What follows belongs to an exercise in optimizing a design on an open flow for small area, a short achievable clock period and few clock cycles per item; a production flow would make more cautious choices.
Function was not checked in any run shown here: the RTL went through the layout flow alone.
No activity file was given, so power comes from the tool's default toggle rates.

==> flow/design.v (outline; a module is shown in full before it is edited, if it fits) <==
// module DSP_CONV1D: 498 lines
// module conv_mul_s1: 626 lines
// module conv_mul_s2: 377 lines
// module conv_cpa: 68 lines
// module conv_booth_enc: 50 lines
module DSP_CONV1D #(
    parameter AXI_DATA_WIDTH = 32,
    parameter AXI_ADDR_WIDTH = 5,  
    parameter DSP_DATA_WIDTH = 32,
    parameter MAX_CONV_LEN = 256,
    parameter MAX_KERNEL_LEN = 32
)(
    input  s_axi_clk,
    input  s_axi_resetn,  
    input  [AXI_ADDR_WIDTH-1:0] s_axi_awaddr,
    input  s_axi_awvalid,
    output reg s_axi_awready,
    input  [AXI_DATA_WIDTH-1:0] s_axi_wdata,
    input  [AXI_DATA_WIDTH/8-1:0] s_axi_wstrb,
    input  s_axi_wvalid,
    output reg s_axi_wready,
    output reg  s_axi_bvalid,
    input  s_axi_bready,
    output reg [1:0] s_axi_bresp,
    input  [AXI_ADDR_WIDTH-1:0] s_axi_araddr,
    input  s_axi_arvalid,
    output reg s_axi_arready,
    output reg [AXI_DATA_WIDTH-1:0] s_axi_rdata,
    output reg [1:0] s_axi_rresp,
    output reg s_axi_rvalid,
    input  s_axi_rready,
    output interrupt_o,
    output reg [DSP_DATA_WIDTH-1:0] dsp_mem_addr_o,
    input  [DSP_DATA_WIDTH-1:0] dsp_mem_rdata_i,
    output reg dsp_mem_req_o,
    input  dsp_mem_ack_i,
    output reg dsp_mem_we_o,
    output reg [DSP_DATA_WIDTH-1:0] dsp_mem_wdata_o
);
  // ...
==> flow/flow/run.sh <==
#!/bin/bash
set -euo pipefail
bash standard.sh SETUP_SLACK_MARGIN=6 "BUFFER_PORTS_ARGS=-buffer_cell sky130_fd_sc_hd__buf_4" finish > standard_finish.log 2>&1
==> flow/standard.sh <==
#!/bin/bash
# synth_recipe.tcl (not shown) runs the flow's synth.tcl, then flattens the netlist and writes it again
# the make line also repeats each setting of config.mk as NAME=value (left out here)
make -C /OpenROAD-flow-scripts/flow DESIGN_CONFIG=/design/flow/config.mk WORK_HOME=/design/flow/orfs CLKGATE_MAP_FILE= SYNTH_SCRIPT=/design/flow/synth_recipe.tcl "${@:-finish}"
==> flow/config.mk <==
export PLATFORM = sky130hd
export DESIGN_NAME = DSP_CONV1D
export DESIGN_NICKNAME = DSP_CONV1D
export VERILOG_FILES = /design/flow/design.v
export SDC_FILE = /design/flow/constraint.sdc
export NUM_CORES = 8
export LEC_CHECK = 0
export ABC_CLOCK_PERIOD_IN_PS = 3000
export CAP_MARGIN = 20
export CORE_MARGIN = 2
export CORE_UTILIZATION = 40
export SLEW_MARGIN = 20
==> flow/constraint.sdc <==
create_clock -name core_clock -period 9.0 [get_ports {s_axi_clk}]
set_input_delay 1.8000 -clock core_clock [delete_from_list [all_inputs] [get_ports {s_axi_clk}]]
set_output_delay 1.8000 -clock core_clock [all_outputs]
set_load 0.01 [all_outputs]
==> results.toml, run 1 <==
[status]
status = "complete, no violations"

[layout]
final_cells = 8790
drive_gt1_frac = 0.241
clkbuf_count = 204
multiInputGateArea_sq_mm = 0.0358
seq_cell_count = 1444

[floorplan]
die_y_microns = 436
fp.coreArea_sq_mm = 0.186
rows = 158

[routing]
vias_per_cell = 5.45
ant_nets = 0

[grt]
antenna_found_initial = 10
grt_usage = 0.218
grt_max_degree = 157

[synthesis]
synth-edff-count = 835
synth.avg_cell_area_sq_um = 12.9

[sta]
setup_viol = 0

[setup_path]
cp-start-kind = "flip-flop"
r2r_slack_ns = 5.36
reg2reg_depth = 20

[clock_tree]
numCtsBuffers = 157

[run]
cap_violations = 0

[pwr]
swShare = 0.289
p_seq_mw = 8.46

[placement]
place_hpwl_mm = 133
==> module DSP_CONV1D, before the edit <==
module DSP_CONV1D #(
    parameter AXI_DATA_WIDTH = 32,
    parameter AXI_ADDR_WIDTH = 5,  
    parameter DSP_DATA_WIDTH = 32,
    parameter MAX_CONV_LEN = 256,
    parameter MAX_KERNEL_LEN = 32
)(
    input  s_axi_clk,
    input  s_axi_resetn,  
    input  [AXI_ADDR_WIDTH-1:0] s_axi_awaddr,
    input  s_axi_awvalid,
    output reg s_axi_awready,
    input  [AXI_DATA_WIDTH-1:0] s_axi_wdata,
    input  [AXI_DATA_WIDTH/8-1:0] s_axi_wstrb,
    input  s_axi_wvalid,
    output reg s_axi_wready,
    output reg  s_axi_bvalid,
    input  s_axi_bready,
    output reg [1:0] s_axi_bresp,
    input  [AXI_ADDR_WIDTH-1:0] s_axi_araddr,
    input  s_axi_arvalid,
    output reg s_axi_arready,
    output reg [AXI_DATA_WIDTH-1:0] s_axi_rdata,
    output reg [1:0] s_axi_rresp,
    output reg s_axi_rvalid,
    input  s_axi_rready,
    output interrupt_o,
    output reg [DSP_DATA_WIDTH-1:0] dsp_mem_addr_o,
    input  [DSP_DATA_WIDTH-1:0] dsp_mem_rdata_i,
    output reg dsp_mem_req_o,
    input  dsp_mem_ack_i,
    output reg dsp_mem_we_o,
    output reg [DSP_DATA_WIDTH-1:0] dsp_mem_wdata_o
);
    localparam P   = 6;    
    localparam R   = 4;    
    localparam CSR = 3;    
    localparam FD  = 3;    
    localparam WQD = 2;    
    localparam CTRL_REG_ADDR          = 5'h00;
    localparam STATUS_REG_ADDR        = 5'h04;
    localparam DATA_IN_ADDR_REG_ADDR  = 5'h08;
    localparam KERNEL_ADDR_REG_ADDR   = 5'h0C;
    localparam DATA_OUT_ADDR_REG_ADDR = 5'h10;
    localparam DATA_LEN_REG_ADDR      = 5'h14;
    localparam KERNEL_LEN_REG_ADDR    = 5'h18;
    reg interrupt_enable_r;
    reg busy_r;
    reg done_r;
    reg error_r;
    reg [31:0] data_in_addr_r;
    reg [31:0] kernel_addr_r;
    reg [31:0] data_out_addr_r;
    reg [31:0] data_len_r;
    reg [31:0] kernel_len_r;
    reg irq_q;       
    assign interrupt_o = irq_q;
    wire axi_write_fire_w = s_axi_awvalid && s_axi_awready && s_axi_wvalid && s_axi_wready;
    wire axi_read_fire_w  = s_axi_arvalid && s_axi_arready;
    wire start_cmd_w = axi_write_fire_w && (s_axi_awaddr == CTRL_REG_ADDR) && s_axi_wdata[0] && !busy_r;
    wire status_read_w = axi_read_fire_w && (s_axi_araddr == STATUS_REG_ADDR);
    always @(posedge s_axi_clk or negedge s_axi_resetn) begin
        if (!s_axi_resetn) begin
            s_axi_awready <= 1'b0;
            s_axi_wready  <= 1'b0;
        end else begin
            if (axi_write_fire_w) begin
                s_axi_awready <= 1'b0;
                s_axi_wready  <= 1'b0;
            end else if (!s_axi_bvalid || s_axi_bready) begin
                s_axi_awready <= 1'b1;
                s_axi_wready  <= 1'b1;
            end
        end
    end
    always @(posedge s_axi_clk or negedge s_axi_resetn) begin
        if (!s_axi_resetn) begin
            interrupt_enable_r <= 1'b0;
            data_in_addr_r     <= 32'b0;
            kernel_addr_r      <= 32'b0;
            data_out_addr_r    <= 32'b0;
            data_len_r         <= 32'b0;
            kernel_len_r       <= 32'b0;
            s_axi_bvalid       <= 1'b0;
            s_axi_bresp        <= 2'b00;
        end else begin
            if (axi_write_fire_w) begin
                s_axi_bvalid <= 1'b1;
                s_axi_bresp  <= 2'b00;
                case (s_axi_awaddr)
                    CTRL_REG_ADDR:          interrupt_enable_r <= s_axi_wdata[1];
                    DATA_IN_ADDR_REG_ADDR:  data_in_addr_r  <= s_axi_wdata;
                    KERNEL_ADDR_REG_ADDR:   kernel_addr_r   <= s_axi_wdata;
                    DATA_OUT_ADDR_REG_ADDR: data_out_addr_r <= s_axi_wdata;
                    DATA_LEN_REG_ADDR:      data_len_r      <= s_axi_wdata;
                    KERNEL_LEN_REG_ADDR:    kernel_len_r    <= s_axi_wdata;
                    default: begin
                    end
                endcase
            end else if (s_axi_bready && s_axi_bvalid) begin
                s_axi_bvalid <= 1'b0;
            end
        end
    end
    always @(posedge s_axi_clk or negedge s_axi_resetn) begin
        if (!s_axi_resetn) begin
            s_axi_arready <= 1'b0;
        end else begin
            if (axi_read_fire_w) begin
                s_axi_arready <= 1'b0;
            end else if (!s_axi_rvalid || s_axi_rready) begin
                s_axi_arready <= 1'b1;
            end
        end
    end
    always @(posedge s_axi_clk or negedge s_axi_resetn) begin
        if (!s_axi_resetn) begin
            s_axi_rvalid <= 1'b0;
            s_axi_rresp  <= 2'b00;
            s_axi_rdata  <= 32'b0;
        end else begin
            if (axi_read_fire_w) begin
                s_axi_rvalid <= 1'b1;
                s_axi_rresp  <= 2'b00;
                case (s_axi_araddr)
                    CTRL_REG_ADDR:          s_axi_rdata <= {30'b0, interrupt_enable_r, 1'b0};
                    STATUS_REG_ADDR:        s_axi_rdata <= {29'b0, error_r, done_r, busy_r};
                    DATA_IN_ADDR_REG_ADDR:  s_axi_rdata <= data_in_addr_r;
                    KERNEL_ADDR_REG_ADDR:   s_axi_rdata <= kernel_addr_r;
                    DATA_OUT_ADDR_REG_ADDR: s_axi_rdata <= data_out_addr_r;
                    DATA_LEN_REG_ADDR:      s_axi_rdata <= data_len_r;
                    KERNEL_LEN_REG_ADDR:    s_axi_rdata <= kernel_len_r;
                    default:                s_axi_rdata <= 32'hDEADBEEF;
                endcase
            end else if (s_axi_rready && s_axi_rvalid) begin
                s_axi_rvalid <= 1'b0;
            end
        end
    end
    wire [5:0] kl6_w  = kernel_len_r[5:0];
    wire kz_w   = (kernel_len_r == 32'd0);
    wire kbig_w = (kernel_len_r[31:6] != 26'd0) || (kl6_w > 6'd32);
    wire nhi_w  = (data_len_r[31:9] != 23'd0);
    wire nlt_w  = !nhi_w && (data_len_r[8:0] < {3'b0, kl6_w});
    wire nbig_w = nhi_w || (data_len_r[8:0] >= {3'b100, kl6_w});
    reg        inv_q;        
    reg [7:0]  nm1_q;        
    reg [5:0]  kl_q;         
    reg [8:0]  dlm1_q;       
    reg [7:0]  lasti_q;      
    reg        small_q;      
    reg        one_q;        
    reg [2:0]  skip_q;       
    reg [4:0]  nsm1_q;       
    always @(posedge s_axi_clk) begin
        inv_q   <= kz_w || kbig_w || nlt_w || nbig_w;
        nm1_q   <= data_len_r[7:0] - {2'b0, kl6_w};
        kl_q    <= kl6_w;
        dlm1_q  <= data_len_r[8:0] - 9'd1;
        nsm1_q  <= (kl6_w - 6'd1) >> 1;
        small_q <= (nm1_q < P - 1);
        one_q   <= (nm1_q < 2 * P - 1);
        lasti_q <= (nm1_q < P - 1) ? 8'd0 : (nm1_q + 8'd1 - P);
        skip_q  <= (nm1_q < P - 1) ? 3'd0 : (P - 1) - ((nm1_q + 8'd1) % P == 0 ? P - 1 : ((nm1_q + 8'd1) % P) - 1);
    end
    reg errp_q;      
    reg start_q;     
    wire finish_w;
    wire inten_n = (axi_write_fire_w && s_axi_awaddr == CTRL_REG_ADDR) ? s_axi_wdata[1] : interrupt_enable_r;
    reg done_n, error_n;
    always @(*) begin
        done_n = done_r;
        error_n = error_r;
        if (start_cmd_w) begin
            done_n = 1'b0;
            error_n = 1'b0;
        end else if (finish_w || errp_q) begin
            done_n = 1'b1;
            error_n = errp_q;
        end else if (status_read_w) begin
            done_n = 1'b0;
            error_n = 1'b0;
        end
    end
    always @(posedge s_axi_clk or negedge s_axi_resetn) begin
        if (!s_axi_resetn) begin
            busy_r  <= 1'b0;
            done_r  <= 1'b0;
            error_r <= 1'b0;
            irq_q   <= 1'b0;
            errp_q  <= 1'b0;
            start_q <= 1'b0;
        end else begin
            start_q <= start_cmd_w && !inv_q;
            done_r  <= done_n;
            error_r <= error_n;
            irq_q   <= inten_n && (done_n || error_n);
            if (start_cmd_w) begin
                busy_r  <= 1'b1;
                errp_q  <= inv_q;
            end else if (finish_w || errp_q) begin
                busy_r  <= 1'b0;
                errp_q  <= 1'b0;
            end
        end
    end
    localparam FPW = (FD > 1) ? $clog2(FD) : 1;
    reg [31:0]    fifo [0:FD-1];
    reg [FPW:0]   f_cnt, f_res;
    reg [FPW-1:0] f_rp, f_wp;
    reg           f_avail_q, f_roomy_q;
    wire [31:0] f_head = fifo[f_rp];
    wire f_push;
    wire do_rx;    
    wire f_pop;
    wire do_r;
    always @(posedge s_axi_clk) begin
        if (f_push) fifo[f_wp] <= dsp_mem_rdata_i;
    end
    always @(posedge s_axi_clk or negedge s_axi_resetn) begin
        if (!s_axi_resetn) begin
            f_cnt <= 0; f_res <= 0; f_rp <= 0; f_wp <= 0;
            f_avail_q <= 1'b0; f_roomy_q <= 1'b1;
        end else begin
            if (f_push) f_wp <= (f_wp == FD-1) ? 0 : f_wp + 1'b1;
            if (f_pop)  f_rp <= (f_rp == FD-1) ? 0 : f_rp + 1'b1;
            case ({f_push, f_pop})
                2'b10: begin f_cnt <= f_cnt + 1'b1; f_avail_q <= 1'b1; end
                2'b01: begin f_cnt <= f_cnt - 1'b1; f_avail_q <= (f_cnt != 1); end
                default: ;
            endcase
            case ({do_rx, f_pop})
                2'b10: begin f_res <= f_res + 1'b1; f_roomy_q <= (f_res < FD - 1); end
                2'b01: begin f_res <= f_res - 1'b1; f_roomy_q <= 1'b1; end
                default: ;
            endcase
        end
    end
    localparam WPW = (WQD > 1) ? $clog2(WQD) : 1;
    reg [31:0]    wq   [0:WQD-1];
    reg [WPW:0]   wq_cnt;
    reg [WPW-1:0] wq_rp, wq_wp;
    reg           wq_ne_q;       
    reg           wcredit_q;     
    wire          wq_push;
    wire [31:0]   wq_din;
    wire          do_w;
    wire          w0_n;
    reg           v0, f0, w0;    
    reg           v1, f1, w1;
    reg  [WPW+1:0] w_pend;
    wire [WPW+1:0] w_pend_n = w_pend + w0_n - do_w;
    always @(posedge s_axi_clk) begin
        if (wq_push) wq[wq_wp] <= wq_din;
    end
    always @(posedge s_axi_clk or negedge s_axi_resetn) begin
        if (!s_axi_resetn) begin
            wq_cnt <= 0; wq_rp <= 0; wq_wp <= 0;
            wq_ne_q <= 1'b0; wcredit_q <= 1'b1; w_pend <= 0;
        end else begin
            if (wq_push) wq_wp <= (wq_wp == WQD-1) ? 0 : wq_wp + 1'b1;
            if (do_w)    wq_rp <= (wq_rp == WQD-1) ? 0 : wq_rp + 1'b1;
            case ({wq_push, do_w})
                2'b10: begin wq_cnt <= wq_cnt + 1'b1; wq_ne_q <= 1'b1; end
                2'b01: begin wq_cnt <= wq_cnt - 1'b1; wq_ne_q <= (wq_cnt != 1); end
                default: ;
            endcase
            w_pend <= w_pend_n;
            wcredit_q <= (w_pend_n < WQD);
        end
    end
    reg [31:0] kq0, kq1;
    reg        kq0_v, kq1_v;     
    reg [1:0]  kq_res;           
    wire       kq_pop;
    reg        r_act;      
    reg [1:0]  r_ph;       
    reg [3:0]  r_fill;     
    reg [5:0]  r_kidx;     
    reg [7:0]  r_i;        
    reg [8:0]  rx_idx;     
    wire [7:0] r_inext = (r_i + P >= lasti_q) ? lasti_q : r_i + P;
    wire r_last  = (r_i == lasti_q);
    wire r_grpend = (r_fill == 1);
    wire r_blkend = r_grpend && (r_kidx == {kl_q[5:1] + kl_q[0], 1'b0});
    wire r_kfake = (r_ph == 2'd1) && (r_kidx == kl_q);    
    wire want_r;
    reg  [1:0] cur_dst;    
    assign f_push = dsp_mem_req_o && dsp_mem_ack_i && !dsp_mem_we_o && (cur_dst == 2'd0);
    assign do_rx = do_r && (r_ph == 2'd2);
    always @(posedge s_axi_clk or negedge s_axi_resetn) begin
        if (!s_axi_resetn) begin
            r_act <= 1'b0;
        end else begin
            if (start_q) r_act <= 1'b1;
            else if (do_r && r_ph == 2'd2 && r_blkend && r_last) r_act <= 1'b0;
        end
    end
    always @(posedge s_axi_clk) begin
        if (start_q) begin
            r_ph    <= 2'd0;
            r_kidx  <= 6'd0;
            r_i     <= 8'd0;
            rx_idx  <= 9'd0;
        end else if (do_r || (r_act && r_kfake && kq_res != 2'd2)) begin
            case (r_ph)
                2'd0: begin
                    r_kidx <= r_kidx + 6'd1;
                    r_ph   <= 2'd1;
                end
                2'd1: begin
                    r_kidx <= r_kidx + 6'd1;
                    r_ph   <= 2'd2;
                    r_fill <= (r_kidx == 6'd1) ? P + 1 : 2;
                end
                default: begin
                    if (rx_idx != dlm1_q) rx_idx <= rx_idx + 9'd1;    
                    r_fill <= r_fill - 1'b1;
                    if (r_grpend) r_ph <= 2'd0;
                    if (r_blkend) begin                  
                        r_kidx <= 6'd0;
                        r_i    <= r_inext;
                        rx_idx <= {1'b0, r_inext};
                    end
                end
            endcase
        end
    end
    wire m_free = !dsp_mem_req_o || dsp_mem_ack_i;
    reg  kq_room_q;        
    assign want_r = r_act && ((r_ph == 2'd2) ? (f_roomy_q || f_pop) : (kq_room_q && !r_kfake));
    assign do_w = m_free && wq_ne_q;
    assign do_r = m_free && !wq_ne_q && want_r;
    reg [8:0]  w_idx;      
    wire [31:0] base_sel = wq_ne_q ? data_out_addr_r : ((r_ph != 2'd2) ? kernel_addr_r : data_in_addr_r);
    wire [8:0]  idx_sel  = wq_ne_q ? w_idx : ((r_ph != 2'd2) ? {3'b0, r_kidx} : rx_idx);
    wire [9:0]  addr_lo  = {1'b0, base_sel[8:0]} + {1'b0, idx_sel};
    wire [22:0] base_inc = base_sel[31:9] + 23'd1;
    wire [31:0] addr_nx  = {addr_lo[9] ? base_inc : base_sel[31:9], addr_lo[8:0]};
    always @(posedge s_axi_clk or negedge s_axi_resetn) begin
        if (!s_axi_resetn) begin
            dsp_mem_req_o <= 1'b0;
            dsp_mem_we_o  <= 1'b0;
        end else if (m_free) begin
            dsp_mem_req_o <= wq_ne_q || want_r;
            dsp_mem_we_o  <= wq_ne_q;
        end
    end
    always @(posedge s_axi_clk) begin
        if (m_free) begin
            dsp_mem_addr_o  <= addr_nx;
            dsp_mem_wdata_o <= wq[wq_rp];
            cur_dst <= (r_ph == 2'd2) ? 2'd0 : {r_ph[0], !r_ph[0]};
        end
        if (start_q) w_idx <= 9'd0;
        else if (do_w) w_idx <= w_idx + 9'd1;
    end
    wire k_push = dsp_mem_req_o && dsp_mem_ack_i && !dsp_mem_we_o && (cur_dst != 2'd0);
    wire k_fake = r_act && r_kfake && (kq_res != 2'd2);
    wire k_res  = (do_r && r_ph != 2'd2) || k_fake;
    always @(posedge s_axi_clk) begin
        if (k_push && cur_dst == 2'd1) kq0 <= dsp_mem_rdata_i;
        if (k_push && cur_dst == 2'd2) kq1 <= dsp_mem_rdata_i;
        if (k_fake) kq1 <= 32'd0;
    end
    always @(posedge s_axi_clk or negedge s_axi_resetn) begin
        if (!s_axi_resetn) begin
            kq0_v <= 1'b0; kq1_v <= 1'b0; kq_res <= 2'd0; kq_room_q <= 1'b1;
        end else begin
            if (kq_pop) begin
                kq0_v <= 1'b0; kq1_v <= 1'b0;
            end else begin
                if (k_push && cur_dst == 2'd1) kq0_v <= 1'b1;
                if ((k_push && cur_dst == 2'd2) || k_fake) kq1_v <= 1'b1;
            end
            if (kq_pop) begin
                kq_res <= 2'd0; kq_room_q <= 1'b1;
            end else if (k_res) begin
                kq_res <= kq_res + 2'd1; kq_room_q <= (kq_res == 2'd0);
            end
        end
    end
    reg st_prime, st_run, st_flush, st_drain;
    reg [4:0]  c_step;
    reg [2:0]  c_slot;
    reg [7:0]  c_i;
    reg        c_first;    
    reg        t0, tl, s0, sl, sl2;    
    reg [31:0] a_q, b_q;           
    reg [47:0] ksa_q, ksb_q;       
    reg [31:0] dl [0:P-2];         
    wire [47:0] ksa_w, ksb_w;
    conv_booth_enc u_enca (.k(kq0), .sel(ksa_w));
    conv_booth_enc u_encb (.k(kq1), .sel(ksb_w));
    wire kq_full = kq0_v && kq1_v;
    wire need_x = t0 || sl || sl2;
    wire need_k = s0 && !t0;
    wire wr_op  = t0 && !c_first;
    wire iss_run = st_run && (!need_x || f_avail_q) && (!need_k || kq_full) && (!wr_op || wcredit_q);
    wire flush_wr = small_q ? ({5'd0, c_slot} <= nm1_q) : (c_slot >= skip_q);
    wire iss_flush = st_flush && (!flush_wr || wcredit_q);
    wire iss_prime = st_prime && f_avail_q && kq_full;
    assign f_pop = iss_prime || (iss_run && need_x);
    assign kq_pop = iss_prime || (iss_run && need_k);
    assign w0_n = (iss_run && wr_op) || (iss_flush && flush_wr);
    wire [31:0] a_in = need_k ? dl[P-2] : dl[0];
    wire [31:0] b_in = need_x ? f_head : dl[P-3];
    wire drained = !v0 && !v1 && !wq_ne_q && !dsp_mem_req_o;
    assign finish_w = st_drain && drained;
    integer di;
    always @(posedge s_axi_clk) begin
        if (kq_pop) begin
            ksa_q <= ksa_w;
            ksb_q <= ksb_w;
        end
        if (iss_run) begin
            a_q <= a_in;
            b_q <= b_in;
        end
        if (iss_run || iss_prime) begin
            for (di = P-2; di > 0; di = di - 1) dl[di] <= dl[di-1];
            dl[0] <= b_in;
        end
    end
    always @(posedge s_axi_clk or negedge s_axi_resetn) begin
        if (!s_axi_resetn) begin
            st_prime <= 1'b0; st_run <= 1'b0; st_flush <= 1'b0; st_drain <= 1'b0;
            c_step <= 5'd0; c_slot <= 3'd0; c_i <= 8'd0; c_first <= 1'b0;
            t0 <= 1'b0; tl <= 1'b0; s0 <= 1'b0; sl <= 1'b0; sl2 <= 1'b0;
            v0 <= 1'b0; f0 <= 1'b0; w0 <= 1'b0;
            v1 <= 1'b0; f1 <= 1'b0; w1 <= 1'b0;
        end else begin
            v1 <= v0; f1 <= f0; w1 <= w0;
            v0 <= iss_run || iss_flush;
            f0 <= iss_run && t0;
            w0 <= w0_n;
            if (start_q) begin
                st_prime <= 1'b1;
                c_i <= 8'd0;
                c_first <= 1'b1;
                c_step <= 5'd0; c_slot <= 3'd0;
                t0 <= 1'b1; tl <= (nsm1_q == 5'd0); s0 <= 1'b1; sl <= 1'b0; sl2 <= 1'b0;
            end
            if (iss_prime) begin
                st_prime <= 1'b0;
                st_run <= 1'b1;
            end
            if (iss_run || iss_flush) begin
                c_slot <= sl ? 3'd0 : c_slot + 3'd1;
                s0 <= sl;
                sl <= sl2;
                sl2 <= (c_slot == P-3);
            end
            if (iss_run && sl) begin
                c_step <= c_step + 5'd1;
                t0 <= 1'b0;
                tl <= (c_step + 5'd1 == nsm1_q);
                if (tl) begin                        
                    c_step <= 5'd0;
                    t0 <= 1'b1;
                    tl <= (nsm1_q == 5'd0);
                    c_first <= 1'b0;
                    c_i <= (c_i + P >= lasti_q) ? lasti_q : c_i + P;
                    st_run <= 1'b0;
                    if (c_i == lasti_q) st_flush <= 1'b1;
                    else st_prime <= 1'b1;
                end
            end
            if (iss_flush && sl) begin
                st_flush <= 1'b0;
                st_drain <= 1'b1;
            end
            if (finish_w) st_drain <= 1'b0;
        end
    end
    wire [R*32-1:0] rows_a, rows_b;
    reg  [2*R*32-1:0] rows_q;
    conv_mul_s1 u_s1a (.x(a_q), .sel(ksa_q), .rows(rows_a));
    conv_mul_s1 u_s1b (.x(b_q), .sel(ksb_q), .rows(rows_b));
    always @(posedge s_axi_clk) rows_q <= {rows_b, rows_a};
    reg  [31:0] ring [0:P-2];
    reg  [CSR*32-1:0] rcs;
    wire [31:0] acc_in = f1 ? 32'd0 : ring[0];
    wire [CSR*32-1:0] q_w;
    wire [31:0] rcs_sum;
    conv_mul_s2 u_s2 (.rows(rows_q), .acc(acc_in), .q(q_w));
    conv_cpa u_cpa (.q(rcs), .sum(rcs_sum));
    integer ri;
    always @(posedge s_axi_clk) begin
        if (v1) begin
            for (ri = 0; ri < P-2; ri = ri + 1) ring[ri] <= ring[ri+1];
            ring[P-2] <= rcs_sum;
            rcs <= q_w;
        end
    end
    assign wq_push = v1 && w1;
    assign wq_din  = ring[0];
endmodule
==> run 2: changes to the inputs <==
--- a/flow/design.v
+++ b/flow/design.v
@@ -33,5 +33,5 @@
     output reg [DSP_DATA_WIDTH-1:0] dsp_mem_wdata_o
 );
-    localparam P   = 6;    
+    localparam P   = 8;    
     localparam R   = 4;    
     localparam CSR = 3;    
@@ -150,6 +150,4 @@
     reg [7:0]  lasti_q;      
     reg        small_q;      
-    reg        one_q;        
-    reg [2:0]  skip_q;       
     reg [4:0]  nsm1_q;       
     always @(posedge s_axi_clk) begin
@@ -160,7 +158,5 @@
         nsm1_q  <= (kl6_w - 6'd1) >> 1;
         small_q <= (nm1_q < P - 1);
-        one_q   <= (nm1_q < 2 * P - 1);
         lasti_q <= (nm1_q < P - 1) ? 8'd0 : (nm1_q + 8'd1 - P);
-        skip_q  <= (nm1_q < P - 1) ? 3'd0 : (P - 1) - ((nm1_q + 8'd1) % P == 0 ? P - 1 : ((nm1_q + 8'd1) % P) - 1);
     end
     reg errp_q;      
@@ -250,5 +246,4 @@
     reg           v1, f1, w1;
     reg  [WPW+1:0] w_pend;
-    wire [WPW+1:0] w_pend_n = w_pend + w0_n - do_w;
     always @(posedge s_axi_clk) begin
         if (wq_push) wq[wq_wp] <= wq_din;
@@ -266,6 +261,9 @@
                 default: ;
             endcase
-            w_pend <= w_pend_n;
-            wcredit_q <= (w_pend_n < WQD);
+            case ({w0_n, do_w})
+                2'b10: begin w_pend <= w_pend + 1'b1; wcredit_q <= (w_pend < WQD - 1); end
+                2'b01: begin w_pend <= w_pend - 1'b1; wcredit_q <= 1'b1; end
+                default: ;
+            endcase
         end
     end
@@ -330,12 +328,13 @@
     reg  kq_room_q;        
     assign want_r = r_act && ((r_ph == 2'd2) ? (f_roomy_q || f_pop) : (kq_room_q && !r_kfake));
-    assign do_w = m_free && wq_ne_q;
-    assign do_r = m_free && !wq_ne_q && want_r;
+    wire wsel = wq_ne_q && !(r_act && r_ph == 2'd2 && f_roomy_q && f_cnt < 2);
+    assign do_w = m_free && wsel;
+    assign do_r = m_free && !wsel && want_r;
     reg [8:0]  w_idx;      
-    wire [31:0] base_sel = wq_ne_q ? data_out_addr_r : ((r_ph != 2'd2) ? kernel_addr_r : data_in_addr_r);
-    wire [8:0]  idx_sel  = wq_ne_q ? w_idx : ((r_ph != 2'd2) ? {3'b0, r_kidx} : rx_idx);
-    wire [9:0]  addr_lo  = {1'b0, base_sel[8:0]} + {1'b0, idx_sel};
-    wire [22:0] base_inc = base_sel[31:9] + 23'd1;
-    wire [31:0] addr_nx  = {addr_lo[9] ? base_inc : base_sel[31:9], addr_lo[8:0]};
+    wire [31:0] rbase   = (r_ph != 2'd2) ? kernel_addr_r : data_in_addr_r;
+    wire [8:0]  ridx    = (r_ph != 2'd2) ? {3'b0, r_kidx} : rx_idx;
+    wire [31:0] raddr_w = rbase + {23'd0, ridx};
+    wire [31:0] waddr_w = data_out_addr_r + {23'd0, w_idx};
+    wire [31:0] addr_nx = wsel ? waddr_w : raddr_w;
     always @(posedge s_axi_clk or negedge s_axi_resetn) begin
         if (!s_axi_resetn) begin
@@ -344,5 +343,5 @@
         end else if (m_free) begin
             dsp_mem_req_o <= wq_ne_q || want_r;
-            dsp_mem_we_o  <= wq_ne_q;
+            dsp_mem_we_o  <= wsel;
         end
     end
@@ -351,5 +350,5 @@
             dsp_mem_addr_o  <= addr_nx;
             dsp_mem_wdata_o <= wq[wq_rp];
-            cur_dst <= (r_ph == 2'd2) ? 2'd0 : {r_ph[0], !r_ph[0]};
+            cur_dst <= (wsel || r_ph == 2'd2) ? 2'd0 : {r_ph[0], !r_ph[0]};
         end
         if (start_q) w_idx <= 9'd0;
@@ -387,5 +386,6 @@
     reg        c_first;    
     reg        t0, tl, s0, sl, sl2;    
-    reg [31:0] a_q, b_q;           
+    reg [31:0] a_q;                
+    reg [2:0]  skip_q;             
     reg [47:0] ksa_q, ksb_q;       
     reg [31:0] dl [0:P-2];         
@@ -416,5 +416,4 @@
         if (iss_run) begin
             a_q <= a_in;
-            b_q <= b_in;
         end
         if (iss_run || iss_prime) begin
@@ -426,5 +425,5 @@
         if (!s_axi_resetn) begin
             st_prime <= 1'b0; st_run <= 1'b0; st_flush <= 1'b0; st_drain <= 1'b0;
-            c_step <= 5'd0; c_slot <= 3'd0; c_i <= 8'd0; c_first <= 1'b0;
+            c_step <= 5'd0; c_slot <= 3'd0; c_i <= 8'd0; skip_q <= 3'd0; c_first <= 1'b0;
             t0 <= 1'b0; tl <= 1'b0; s0 <= 1'b0; sl <= 1'b0; sl2 <= 1'b0;
             v0 <= 1'b0; f0 <= 1'b0; w0 <= 1'b0;
@@ -438,4 +437,5 @@
                 st_prime <= 1'b1;
                 c_i <= 8'd0;
+                skip_q <= 3'd0;
                 c_first <= 1'b1;
                 c_step <= 5'd0; c_slot <= 3'd0;
@@ -462,4 +462,5 @@
                     c_first <= 1'b0;
                     c_i <= (c_i + P >= lasti_q) ? lasti_q : c_i + P;
+                    if (c_i != lasti_q) skip_q <= c_i + P - lasti_q;
                     st_run <= 1'b0;
                     if (c_i == lasti_q) st_flush <= 1'b1;
@@ -477,5 +478,5 @@
     reg  [2*R*32-1:0] rows_q;
     conv_mul_s1 u_s1a (.x(a_q), .sel(ksa_q), .rows(rows_a));
-    conv_mul_s1 u_s1b (.x(b_q), .sel(ksb_q), .rows(rows_b));
+    conv_mul_s1 u_s1b (.x(dl[0]), .sel(ksb_q), .rows(rows_b));
     always @(posedge s_axi_clk) rows_q <= {rows_b, rows_a};
     reg  [31:0] ring [0:P-2];
==> flow/flow/run.sh (replaced) <==
#!/bin/bash
set -euo pipefail
bash standard.sh SETUP_SLACK_MARGIN=5.8 "BUFFER_PORTS_ARGS=-buffer_cell sky130_fd_sc_hd__buf_4" finish > standard_finish.log 2>&1
==> results.toml, run 2 <==
[status]
status = "complete, no violations"

[pwr]
swShare = 0.223
power_frac_seq = 0.506
power.leakage_nw = 34.5
internal-power_mw = 12.0
p_clk_frac = 0.447
p_switching_mw = 3.45
ir_drop_v = 0.000178
p_comb_frac = 0.047
power_per_cell_area_mw_per_mm2 = 168

[floorplan]
ios = 194
die_w_microns = 445
initial_utilization = 0.404
rows = 161
dieArea_sq_mm = 0.198
fp.coreArea_sq_mm = 0.193
die_y_microns = 445

[grt]
grt_pass1_wl_mm = 319
first_global_vias = 50813
grt_max_degree = 145
grt_usage = 0.214
antenna_found_initial = 22
overflow = 0

[sta]
hold_viol = 0
timing.fmax_mhz = 299
drv_slew = 0
skew_ns = 0.0307
fin_crit_sh = 0.372
setup_viol = 0
setup_tns_ns = 0
tightestPinTransition_ns = 1.15
slew_headroom = 0.230
min_period_ns = 3.35
rsz0062_at_grt = "yes"

[routing]
dr.pass1.iters = 6
vias_per_cell = 5.47
wirelength_mm = 214
drtIter0Drc = 4528
route.vias.total = 49519
ant_nets = 0
drc_errors = 0
wire_per_inst_microns = 23.7

[synthesis]
synth_top_area_frac = 0.359
postSynthCellCount = 6048
synth-edff-count = 931
synthTopCellsByCount = "931 x edfxtp_1, 544 x a22oi_1, 473 x fa_1"
synth-seq-area-share = 0.533
syn_area_sq_mm = 0.0779
ys_top_cells_by_area = "edfxtp_1 36%, fa_1 12%, dfxtp_1 8.8%"
ys_types = 88
synth.avg_cell_area_sq_um = 12.9
synthArstFlopShare = 0.173
yosysWarningCount = 5
synth-seq-cells = 1540
yosysMostFrequentCell = "edfxtp_1"
ys.flop_type = "edfxtp_1"
synth_top_cell_by_area = "edfxtp_1"

[clock_tree]
htree_levels = 4
cts-root-buf = "clkbuf_16"
clk_pin_slew_ns = 0.06
cts_tree = "built"
numCtsBuffers = 164
cts_num_sinks = 1540
ctsLongestPathBuffers = 3
clock_latency_ns = 0.82

[placement]
gp_congestion = 0.929
place_hpwl_mm = 138
portBuffers = 185

[layout]
drive_gt1_frac = 0.194
final_util = 0.476
layout_common_cells = "931 x edfxtp_1, 492 x a22oi_1, 449 x fa_1"
nets = 7098
reg.largest.list = "rows_q: 238 flops, dl: 224 flops, ring: 224 flops"
largest-register = "rows_q"
largest_register_ffs = 238
area_delta_synth_final_pct = 18.0
layout_commonest_cell = "edfxtp_1"

[setup_path]
crit_path_end_kind = "flip-flop"
cp.arrival_ns = 4.06
criticalPathCategory = "reg2reg"
cp-start-kind = "flip-flop"
worst-path-max-fanout = 4
required_ns = 9.72

[min_path]
hold_path.class = "reg2reg"

[run]
cap_violations = 0
-- run 2: power by group through the flow --
stage	registers [mW]	logic, mW	clock network [mW]
after floorplan	7.88	0.429	0
after global placement	7.94	0.682	0
after detailed placement	7.94	0.697	0
after CTS	7.80	0.726	7.06
after global routing	7.82	0.811	7.33
final	7.81	0.732	6.90
-- run 2: logic make-up after synthesis --
group | share of synthesized area
mux | 0.0406
compound gates | 0.0941
other cells | 0.0000481
xor+xnor | 0.0898
flops | 0.533
buf+inv | 0.0336
fa+ha+maj | 0.149
simple gates | 0.0603
-- run 2: cell type report --
cell class / count / area, sq um
diodes: 16 / 40.0
clock buffers: 222 / 4570
clock inverters: 83 / 991
fillers: 16891 / 101000
inverters: 290 / 1090
multi-input cells: 3829 / 35100
flip-flops and latches: 1540 / 41500
well taps: 2526 / 3160
repair buffers: 543 / 5400
repair inverters: 1 / 7.51
-- run 2: layer usage --
| layer | global-route usage | vias up | wire, microns |
|---|---|---|---|
| met5 | 0 | - | 22 |
| met4 | 0.0987 | 4 | 10200 |
| met3 | 0.0423 | 477 | 16100 |
| met2 | 0.325 | 1976 | 95500 |
| met1 | 0.295 | 25103 | 92500 |
| li1 | - | 21959 | - |
-- run 2: worst paths after layout --
path,from,end,slack [ns],depth (start not counted)
max,ksa_q[0],rows_q[126],5.65,8
min,f0,f1,0.35,0
max reg2reg,ksa_q[0],rows_q[126],5.65,8
min reg2reg,f0,f1,0.35,0
max in group asynchronous,s_axi_resetn,v1,6.44,2
min in group asynchronous,s_axi_resetn,s_axi_rdata[9],1.04,1
-- run 2: what timing repair did --
action                     CTS  global route
gates cloned                15             5
setup endpoints to repair  478           401
buffers inserted           191            50
pin swaps                   87           117
resized for setup          237           161
hold buffers                 0             0
-- run 2: stage by stage --
stage	hold WS (ns)	area, sq um	setup slack (ns)	power [mW]	cells
CTS	0.353	90600	5.67	15.6	8979
detailed placement	0.342	82000	4.28	8.64	8468
finish	0.351	91900	5.65	15.4	9050
floorplan	0.331	78100	4.77	8.31	6051
global placement	0.336	82000	4.33	8.62	8468
global route	0.358	91900	5.62	16.0	9048
-- run 2: critical path: stages (launching register included) --
cell      delay [ns]
edfxtp_1        0.49
buf_6           0.17
a22oi_2         0.17
xor2_1          0.12
fa_1            0.61
fa_2            0.49
fa_1            0.52
inv_2           0.04
fa_2            0.64
==> run 3: changes to the inputs <==
--- a/flow/design.v
+++ b/flow/design.v
@@ -37,5 +37,5 @@
     localparam CSR = 3;    
     localparam FD  = 3;    
-    localparam WQD = 2;    
+    localparam WQD = 6;    
     localparam CTRL_REG_ADDR          = 5'h00;
     localparam STATUS_REG_ADDR        = 5'h04;
@@ -276,10 +276,15 @@
     reg [3:0]  r_fill;     
     reg [5:0]  r_kidx;     
+    reg [4:0]  r_s;        
+    reg [4:0]  r_slast;    
+    reg        r_tfl;      
     reg [7:0]  r_i;        
     reg [8:0]  rx_idx;     
-    wire [7:0] r_inext = (r_i + P >= lasti_q) ? lasti_q : r_i + P;
+    wire [7:0] r_inext = ({1'b0, r_i} + P >= {1'b0, lasti_q}) ? lasti_q : r_i + P;
     wire r_last  = (r_i == lasti_q);
+    wire r_cont  = ({1'b0, r_i} + P <= {1'b0, lasti_q}) && ({1'b0, r_slast} + 6'd1 >= P / 2);
+    wire [4:0] r_s0n = r_slast + 5'd1 - P / 2;
     wire r_grpend = (r_fill == 1);
-    wire r_blkend = r_grpend && (r_kidx == {kl_q[5:1] + kl_q[0], 1'b0});
+    wire r_blkend = r_grpend && (r_s == r_slast);
     wire r_kfake = (r_ph == 2'd1) && (r_kidx == kl_q);    
     wire want_r;
@@ -299,4 +304,7 @@
             r_ph    <= 2'd0;
             r_kidx  <= 6'd0;
+            r_s     <= 5'd0;
+            r_slast <= nsm1_q;
+            r_tfl   <= 1'b1;
             r_i     <= 8'd0;
             rx_idx  <= 9'd0;
@@ -310,14 +318,34 @@
                     r_kidx <= r_kidx + 6'd1;
                     r_ph   <= 2'd2;
-                    r_fill <= (r_kidx == 6'd1) ? P + 1 : 2;
+                    r_fill <= r_tfl ? P + 1 : 2;
                 end
                 default: begin
                     if (rx_idx != dlm1_q) rx_idx <= rx_idx + 9'd1;    
                     r_fill <= r_fill - 1'b1;
-                    if (r_grpend) r_ph <= 2'd0;
-                    if (r_blkend) begin                  
-                        r_kidx <= 6'd0;
-                        r_i    <= r_inext;
-                        rx_idx <= {1'b0, r_inext};
+                    if (r_grpend) begin
+                        r_ph <= 2'd0;
+                        if (r_blkend) begin              
+                            r_i <= r_inext;
+                            if (r_cont) begin
+                                r_s     <= r_s0n;
+                                r_slast <= (r_s0n == 5'd0) ? nsm1_q : r_s0n - 5'd1;
+                                r_tfl   <= 1'b0;
+                                r_kidx  <= {r_s0n, 1'b0};
+                            end else begin
+                                r_s     <= 5'd0;
+                                r_slast <= nsm1_q;
+                                r_tfl   <= 1'b1;
+                                r_kidx  <= 6'd0;
+                                rx_idx  <= {1'b0, r_inext};
+                            end
+                        end else if (r_s == nsm1_q) begin    
+                            r_s    <= 5'd0;
+                            r_tfl  <= 1'b1;
+                            r_kidx <= 6'd0;
+                            rx_idx <= {1'b0, r_i};
+                        end else begin
+                            r_s    <= r_s + 5'd1;
+                            r_tfl  <= 1'b0;
+                        end
                     end
                 end
@@ -328,5 +356,6 @@
     reg  kq_room_q;        
     assign want_r = r_act && ((r_ph == 2'd2) ? (f_roomy_q || f_pop) : (kq_room_q && !r_kfake));
-    wire wsel = wq_ne_q && !(r_act && r_ph == 2'd2 && f_roomy_q && f_cnt < 2);
+    wire r_poss = r_act && ((r_ph == 2'd2) ? f_roomy_q : (kq_room_q && !r_kfake));
+    wire wsel = wq_ne_q && (!r_poss || wq_cnt >= WQD - 1);
     assign do_w = m_free && wsel;
     assign do_r = m_free && !wsel && want_r;
@@ -382,10 +411,12 @@
     reg st_prime, st_run, st_flush, st_drain;
     reg [4:0]  c_step;
-    reg [2:0]  c_slot;
+    reg [4:0]  c_slast;    
+    reg [3:0]  c_slot;
     reg [7:0]  c_i;
     reg        c_first;    
-    reg        t0, tl, s0, sl, sl2;    
+    reg        tb, tfl, tl;    
+    reg        s0, sl, sl2;    
     reg [31:0] a_q;                
-    reg [2:0]  skip_q;             
+    reg [3:0]  skip_q;             
     reg [47:0] ksa_q, ksb_q;       
     reg [31:0] dl [0:P-2];         
@@ -394,9 +425,13 @@
     conv_booth_enc u_encb (.k(kq1), .sel(ksb_w));
     wire kq_full = kq0_v && kq1_v;
-    wire need_x = t0 || sl || sl2;
-    wire need_k = s0 && !t0;
-    wire wr_op  = t0 && !c_first;
+    wire need_x = tfl || sl || sl2;
+    wire need_k = s0 && !tfl;
+    wire wr_op  = tb && !c_first;
+    wire [7:0] c_inext = (c_i + P >= lasti_q) ? lasti_q : c_i + P;
+    wire c_cont = (c_i + P <= lasti_q) && (c_slast + 1 >= P / 2);
+    wire [4:0] c_s0n = c_slast + 5'd1 - P / 2;
+    wire [4:0] c_snext = (c_step == nsm1_q) ? 5'd0 : c_step + 5'd1;
     wire iss_run = st_run && (!need_x || f_avail_q) && (!need_k || kq_full) && (!wr_op || wcredit_q);
-    wire flush_wr = small_q ? ({5'd0, c_slot} <= nm1_q) : (c_slot >= skip_q);
+    wire flush_wr = small_q ? ({4'd0, c_slot} <= nm1_q) : (c_slot >= skip_q);
     wire iss_flush = st_flush && (!flush_wr || wcredit_q);
     wire iss_prime = st_prime && f_avail_q && kq_full;
@@ -425,6 +460,6 @@
         if (!s_axi_resetn) begin
             st_prime <= 1'b0; st_run <= 1'b0; st_flush <= 1'b0; st_drain <= 1'b0;
-            c_step <= 5'd0; c_slot <= 3'd0; c_i <= 8'd0; skip_q <= 3'd0; c_first <= 1'b0;
-            t0 <= 1'b0; tl <= 1'b0; s0 <= 1'b0; sl <= 1'b0; sl2 <= 1'b0;
+            c_step <= 5'd0; c_slot <= 4'd0; c_i <= 8'd0; skip_q <= 4'd0; c_first <= 1'b0;
+            tb <= 1'b0; tfl <= 1'b0; tl <= 1'b0; s0 <= 1'b0; sl <= 1'b0; sl2 <= 1'b0; c_slast <= 5'd0;
             v0 <= 1'b0; f0 <= 1'b0; w0 <= 1'b0;
             v1 <= 1'b0; f1 <= 1'b0; w1 <= 1'b0;
@@ -432,13 +467,13 @@
             v1 <= v0; f1 <= f0; w1 <= w0;
             v0 <= iss_run || iss_flush;
-            f0 <= iss_run && t0;
+            f0 <= iss_run && tb;
             w0 <= w0_n;
             if (start_q) begin
                 st_prime <= 1'b1;
                 c_i <= 8'd0;
-                skip_q <= 3'd0;
+                skip_q <= 4'd0;
                 c_first <= 1'b1;
-                c_step <= 5'd0; c_slot <= 3'd0;
-                t0 <= 1'b1; tl <= (nsm1_q == 5'd0); s0 <= 1'b1; sl <= 1'b0; sl2 <= 1'b0;
+                c_step <= 5'd0; c_slot <= 4'd0; c_slast <= nsm1_q;
+                tb <= 1'b1; tfl <= 1'b1; tl <= (nsm1_q == 5'd0); s0 <= 1'b1; sl <= 1'b0; sl2 <= 1'b0;
             end
             if (iss_prime) begin
@@ -447,5 +482,5 @@
             end
             if (iss_run || iss_flush) begin
-                c_slot <= sl ? 3'd0 : c_slot + 3'd1;
+                c_slot <= sl ? 4'd0 : c_slot + 4'd1;
                 s0 <= sl;
                 sl <= sl2;
@@ -453,17 +488,35 @@
             end
             if (iss_run && sl) begin
-                c_step <= c_step + 5'd1;
-                t0 <= 1'b0;
-                tl <= (c_step + 5'd1 == nsm1_q);
+                tb <= 1'b0;
                 if (tl) begin                        
-                    c_step <= 5'd0;
-                    t0 <= 1'b1;
-                    tl <= (nsm1_q == 5'd0);
                     c_first <= 1'b0;
-                    c_i <= (c_i + P >= lasti_q) ? lasti_q : c_i + P;
+                    c_i <= c_inext;
                     if (c_i != lasti_q) skip_q <= c_i + P - lasti_q;
-                    st_run <= 1'b0;
-                    if (c_i == lasti_q) st_flush <= 1'b1;
-                    else st_prime <= 1'b1;
+                    if (c_i == lasti_q) begin
+                        st_run <= 1'b0;
+                        st_flush <= 1'b1;
+                    end else if (c_cont) begin        
+                        c_step <= c_s0n;
+                        c_slast <= (c_s0n == 5'd0) ? nsm1_q : c_s0n - 5'd1;
+                        tl <= (c_s0n == 5'd0) ? (nsm1_q == 5'd0) : 1'b0;
+                        tb <= 1'b1;
+                        tfl <= 1'b0;
+                    end else begin                    
+                        c_step <= 5'd0;
+                        c_slast <= nsm1_q;
+                        tl <= (nsm1_q == 5'd0);
+                        tb <= 1'b1;
+                        tfl <= 1'b1;
+                        st_run <= 1'b0;
+                        st_prime <= 1'b1;
+                    end
+                end else begin
+                    c_step <= c_snext;
+                    tl <= (c_snext == c_slast);
+                    tfl <= (c_snext == 5'd0);
+                    if (c_snext == 5'd0) begin       
+                        st_run <= 1'b0;
+                        st_prime <= 1'b1;
+                    end
                 end
             end
==> results.toml, run 3 <==
[status]
status = "complete, no violations"

[setup_path]
cp_slowest_cell = "edfxtp_1"
cpPeakStageDelay_ns = 0.52
crit_end = "dsp_mem_addr_o[7]"
required_ns = 7.20
cp-startpoint = "dsp_mem_addr_o[7]"
critPathTopFamily = "flip-flops"
r2r_start = "ksa_q[1]"
r2r-end = "rows_q[123]"
reg2reg_depth = 9
cp.arrival_ns = 1.52
worst-path-max-fanout = 1
path_cells = "buf_6"
worst-path-buf-inv = 1
criticalPathCategory = "reg2out"
path_depth = 1
cp-start-kind = "flip-flop"
crit_path_end_kind = "primary output"
r2r_slack_ns = 5.68

[placement]
placed_cell_area_sq_mm = 0.0895
portBuffers = 185
gp_congestion = 0.893
place_hpwl_mm = 151
place_worst_setup_slack_ns = 4.52
dp_cells = 9259

[sta]
timing.fmax_mhz = 301
skew_ns = 0.0739
setup_slack_ns = 5.68
min_period_ns = 3.32
setup_tns_ns = 0
drv_slew = 0
rsz0062_at_grt = "yes"
tightestPinTransition_ns = 1.10
setup_viol = 0
hold_viol = 0
fin_crit_sh = 0.369
slew_headroom = 0.259

[layout]
final_cells = 9850
drive_gt1_frac = 0.185
reg.largest.list = "rows_q: 238 flops, dl: 224 flops, ring: 224 flops"
fin_area_sq_mm = 0.0999
nets = 7610
largest_register_ffs = 238
area_delta_synth_final_pct = 17.3
largest-register = "rows_q"
layout_commonest_cell = "edfxtp_1"
layout_common_cells = "1064 x edfxtp_1, 521 x a22oi_1, 452 x fa_1"

[grt]
first_global_vias = 55309
grt_max_degree = 182
grt_pass1_wl_mm = 350
antenna_found_initial = 9
grt_usage = 0.212
overflow = 0

[synthesis]
synth_top_area_frac = 0.375
synth-edff-count = 1064
synth-seq-cells = 1695
ys.flop_type = "edfxtp_1"
ys_top_cells_by_area = "edfxtp_1 38%, fa_1 11%, dfrtp_1 8.2%"
synth_top_cell_by_area = "edfxtp_1"
syn_area_sq_mm = 0.0851
yosysMostFrequentCell = "edfxtp_1"
ys_types = 96
synth-seq-area-share = 0.541
yosysWarningCount = 5
synth.avg_cell_area_sq_um = 12.9
synthArstFlopShare = 0.167
postSynthCellCount = 6579
synthTopCellsByCount = "1064 x edfxtp_1, 566 x a22oi_1, 475 x fa_1"

[run]
cap_violations = 0

[floorplan]
initial_utilization = 0.402
dieArea_sq_mm = 0.216
die_w_microns = 465
ios = 194
rows = 169
die_y_microns = 465
fp.coreArea_sq_mm = 0.212

[routing]
ant_nets = 0
vias_per_cell = 5.51
dr.pass1.iters = 6
drc_errors = 0
drtIter0Drc = 5400
wire_per_inst_microns = 23.7
route.vias.total = 54321
wirelength_mm = 234

[clock_tree]
numCtsBuffers = 180
cts-root-buf = "clkbuf_16"
hold_buffers = 0
htree_levels = 4
cts_num_sinks = 1695
cts_tree = "built"
ctsLongestPathBuffers = 3
clock_latency_ns = 0.85
clk_pin_slew_ns = 0.06

[pwr]
power_per_cell_area_mw_per_mm2 = 276
power.leakage_nw = 38.1
ir_drop_v = 0.000191

[min_path]
hold_path.class = "reg2reg"
-- run 3: cell count changes in the layout (fill, tap and decap cells not counted), sizes merged, moves of 33 or more --
cell | before | now
clkbuf | 225 | 258
edfxtp | 931 | 1064
a21oi | 180 | 240
nor2 | 190 | 252
o21ai | 177 | 231
nand2 | 450 | 362
-- run 3: timing repair --
item	in CTS	in global routing
endpoints found under the setup margin	458	465
gates cloned	15	7
setup buffers	154	79
gates resized for setup	266	162
pin swaps	69	109
-- run 3: final cells by class --
type | instances | area (sq um)
fill | 18577 | 112000
sequential | 1695 | 46000
multi-input combinational | 4152 | 37700
timing repair buffer | 544 | 5480
clock buffer | 252 | 5060
tap | 2821 | 3530
inverter | 303 | 1160
clock inverter | 80 | 886
antenna | 3 | 7.51
-- run 3: cell families after synthesis --
kind of cell	after synthesis	share of synthesized area
flops	1695	0.541
simple gates	1046	0.0594
compound gates	1300	0.104
mux	327	0.0415
other cells	1	0.0000441
xor+xnor	822	0.0846
fa+ha+maj	648	0.137
buf+inv	740	0.0331
-- run 3: how the worst min path moves through the flow --
stage	startpoint	endpoint	slack (ns)	depth (start not counted)
finish	f0	f1	0.35	0
global route	f0	f1	0.37	0
CTS	f0	f1	0.35	0
detailed placement	f0	f1	0.34	0
global placement	f0	f1	0.34	0
floorplan	f0	f1	0.33	0
-- run 3: through the flow --
step	utilization	hold WS, ns	power, mW
floorplan	-	0.331	16.7
global placement	0.423	0.342	19.6
detailed placement	0.423	0.342	19.8
CTS	0.464	0.355	27.6
global route	0.471	0.369	29.3
finish	0.471	0.352	27.6
-- run 3: per-layer routing --
layer  global-route usage  vias up  part of all wire  wire (microns)
met5                    0        -                 0               0
met4               0.0758        0             0.035            8100
met3               0.0426      405             0.075           17600
met2                0.329     2071              0.46          106000
met1                0.296    27794              0.43          102000
li1                     -    24051                 -               -
-- run 3: power by group --
part,total [mW],leakage [nW],switching [mW],internal [mW]
Sequential,11.1,16.3,0.948,10.1
Combinational,9.11,18.9,5.01,4.10
Clock,7.37,2.89,3.17,4.19
==> run 4: changes to the inputs <==
--- a/flow/design.v
+++ b/flow/design.v
@@ -36,6 +36,6 @@
     localparam R   = 4;    
     localparam CSR = 3;    
-    localparam FD  = 3;    
-    localparam WQD = 6;    
+    localparam FD  = 2;    
+    localparam WQD = 8;    
     localparam CTRL_REG_ADDR          = 5'h00;
     localparam STATUS_REG_ADDR        = 5'h04;
==> results.toml, run 4 <==
[pwr]
ir_drop_v = 0.000170
p_comb_frac = 0.240
power_per_cell_area_mw_per_mm2 = 233
p_total_mw = 23.8
power_frac_seq = 0.436
p_clk_frac = 0.324
swShare = 0.297
power.leakage_nw = 39.0
internal-power_mw = 16.8
p_switching_mw = 7.08

[setup_path]
worst-path-max-fanout = 1
worst-path-buf-inv = 1
r2r-end = "ring[6][31]"
path_cells = "buf_6"
criticalPathCategory = "reg2out"
required_ns = 7.20
r2r_slack_ns = 5.72
critPathTopFamily = "flip-flops"
cpPeakStageDelay_ns = 0.51
r2r_start = "rcs[18]"
cp_slowest_cell = "edfxtp_1"
crit_path_end_kind = "primary output"
cp.arrival_ns = 1.53
reg2reg_depth = 10
cp-start-kind = "flip-flop"

[layout]
final_util = 0.478
largest_register_ffs = 256
drive_gt1_frac = 0.215
multiInputGateArea_sq_mm = 0.0385
area_delta_synth_final_pct = 18.7
layout_commonest_cell = "edfxtp_1"
n_fill_cell = 18469
seq_area_sq_mm = 0.0469
reg.largest.list = "wq: 256 flops, rows_q: 238 flops"
nets = 7526
layout_common_cells = "1096 x edfxtp_1, 470 x a22oi_1, 463 x fa_1"
largest-register = "wq"

[routing]
wirelength_mm = 238
drtIter0Drc = 5111
dr.pass1.iters = 5
route.vias.total = 54150
wire_per_inst_microns = 24.3
vias_per_cell = 5.53
ant_nets = 0
drc_errors = 0

[floorplan]
rows = 170
initial_utilization = 0.402
die_y_microns = 469
die_w_microns = 469
ios = 194
dieArea_sq_mm = 0.220
fp.coreArea_sq_mm = 0.215

[placement]
gp_congestion = 0.872
portBuffers = 185
place_hpwl_mm = 149

[sta]
tightestPinTransition_ns = 1.05
drv_slew = 0
rsz0062_at_grt = "yes"
slew_headroom = 0.298
setup_viol = 0
hold_viol = 0
skew_ns = 0.0780
fin_crit_sh = 0.370
setup_tns_ns = 0
min_period_ns = 3.33
timing.fmax_mhz = 301

[grt]
overflow = 0
grt_pass1_wl_mm = 352
antenna_found_initial = 7
first_global_vias = 55911
grt_max_degree = 176
grt_usage = 0.212

[synthesis]
synthArstFlopShare = 0.162
syn_area_sq_mm = 0.0864
synth-edff-count = 1096
yosysWarningCount = 5
synthTopCellsByCount = "1096 x edfxtp_1, 518 x a22oi_1, 474 x fa_1"
synth-seq-area-share = 0.543
synth.avg_cell_area_sq_um = 13.4
ys_types = 100
postSynthCellCount = 6430
ys_top_cells_by_area = "edfxtp_1 38%, fa_1 11%, dfxtp_1 8.1%"
yosysMostFrequentCell = "edfxtp_1"
ys.flop_type = "edfxtp_1"
synth_top_area_frac = 0.381
synth-seq-cells = 1723
synth_top_cell_by_area = "edfxtp_1"

[min_path]
whs_path_depth = 0
hold_start = "w0"
holdPathEnd = "w1"
hold_path.class = "reg2reg"

[clock_tree]
cts_num_sinks = 1723
cts-root-buf = "clkbuf_16"
hold_buffers = 0
ctsLongestPathBuffers = 3
cts_tree = "built"
numCtsBuffers = 180
clock_latency_ns = 0.86
clk_pin_slew_ns = 0.06
htree_levels = 4

[status]
status = "complete, no violations"

[run]
cap_violations = 0
[run 4: power by group through the flow]
stage | logic, mW | clock network (mW) | registers, mW
detailed placement | 5.06 | 0 | 10.6
finish | 5.72 | 7.74 | 10.4
floorplan | 3.32 | 0 | 10.3
global placement | 4.93 | 0 | 10.5
CTS | 5.54 | 7.92 | 10.4
global route | 6.35 | 8.23 | 10.5
[run 4: through the flow]
stage	setup slack [ns]	cells	area, sq um	hold WS [ns]
final	5.67	9790	103000	0.321
after global routing	5.60	9789	103000	0.323
after CTS	5.61	9681	100000	0.316
after detailed placement	3.99	9145	90900	0.348
after global placement	4.02	9142	90800	0.336
after floorplan	3.90	6433	86700	0.331
[run 4: kinds of logic (layout without fill, tap and decap cells)]
kind of cell	after synthesis	after routing	synth area share
AOI/OAI and AO/OA	1136	1136	0.0904
adders and majority gates	650	650	0.135
other	1	8	0.0000434
muxes	416	416	0.0610
DFF	1723	1723	0.543
xor gates and xnor gates	830	830	0.0842
buffers and inverters	721	1233	0.0322
and+or+nand+nor	953	956	0.0542
[run 4: worst max-delay path by stage]
stage | start | end | slack (ns) | cells after the start
finish | dsp_mem_addr_o[6] | dsp_mem_addr_o[6] | 5.67 | 1
global route | rcs[80] | ring[6][31] | 5.60 | 10
CTS | dsp_mem_addr_o[6] | dsp_mem_addr_o[6] | 5.61 | 1
detailed placement | s_axi_araddr[3] | s_axi_rdata[8] | 3.99 | 7
global placement | s_axi_araddr[3] | s_axi_rdata[24] | 4.02 | 7
floorplan | v1 | wq[2][0] | 3.90 | 2
[run 4: layout make-up]
| cell class | instances | area share |
|---|---|---|
| well taps | 2838 | 0.0346 |
| diodes | 4 | 0.0000976 |
| inverters | 300 | 0.0111 |
| clock buffers | 239 | 0.0492 |
| repair buffers | 593 | 0.0598 |
| multi-input cells | 3992 | 0.375 |
| flip-flops and latches | 1723 | 0.457 |
| clock inverters | 101 | 0.0126 |
[run 4: routing by layer]
| layer | GRT usage | share of wire | vias to the layer above |
|---|---|---|---|
| met2 | 0.328 | 0.45 | 2154 |
| met4 | 0.0940 | 0.046 | 6 |
| met5 | 0 | 0.00016 | - |
| met3 | 0.0412 | 0.078 | 549 |
| met1 | 0.289 | 0.43 | 27734 |
| li1 | - | - | 23707 |
[run 4: repair_timing]
item	CTS	global route
pin swaps	64	140
endpoints found under the setup margin	601	311
resized for setup	299	224
setup buffers	183	92
gates cloned	13	12

-- port drivers added, routing unchanged --
The results above use ideal ports. As a check the final layouts listed here were re-extracted and re-timed, cells and wires unchanged. Step 1, drivers: a clkbuf_16 drives s_axi_clk and a buf_2 each remaining input, both assumed. Step 2 also shifts input and output timing later by t, the mid clock arrival at the registers, as if the neighbouring blocks saw the same clock. a / b / c = ideal / step 1 / step 2; a / b = the first two.
run	shift t [ns]	setup slack, ns	latest minus earliest clock arrival (ns)
run 1	0.876	5.363 / 5.363 / 5.213	0.069 / 0.070
run 2	0.895	5.653 / 5.637 / 5.074	0.042 / 0.043
run 3	0.907	5.675 / 5.585 / 5.029	0.074 / 0.074
run 4	0.917	5.673 / 5.578 / 4.832	0.078 / 0.079
After both steps setup and hold are still met in every run listed. For run 4, which loses most, drivers alone change the setup slack by -0.095 ns; drivers and shift together by -0.841 ns.
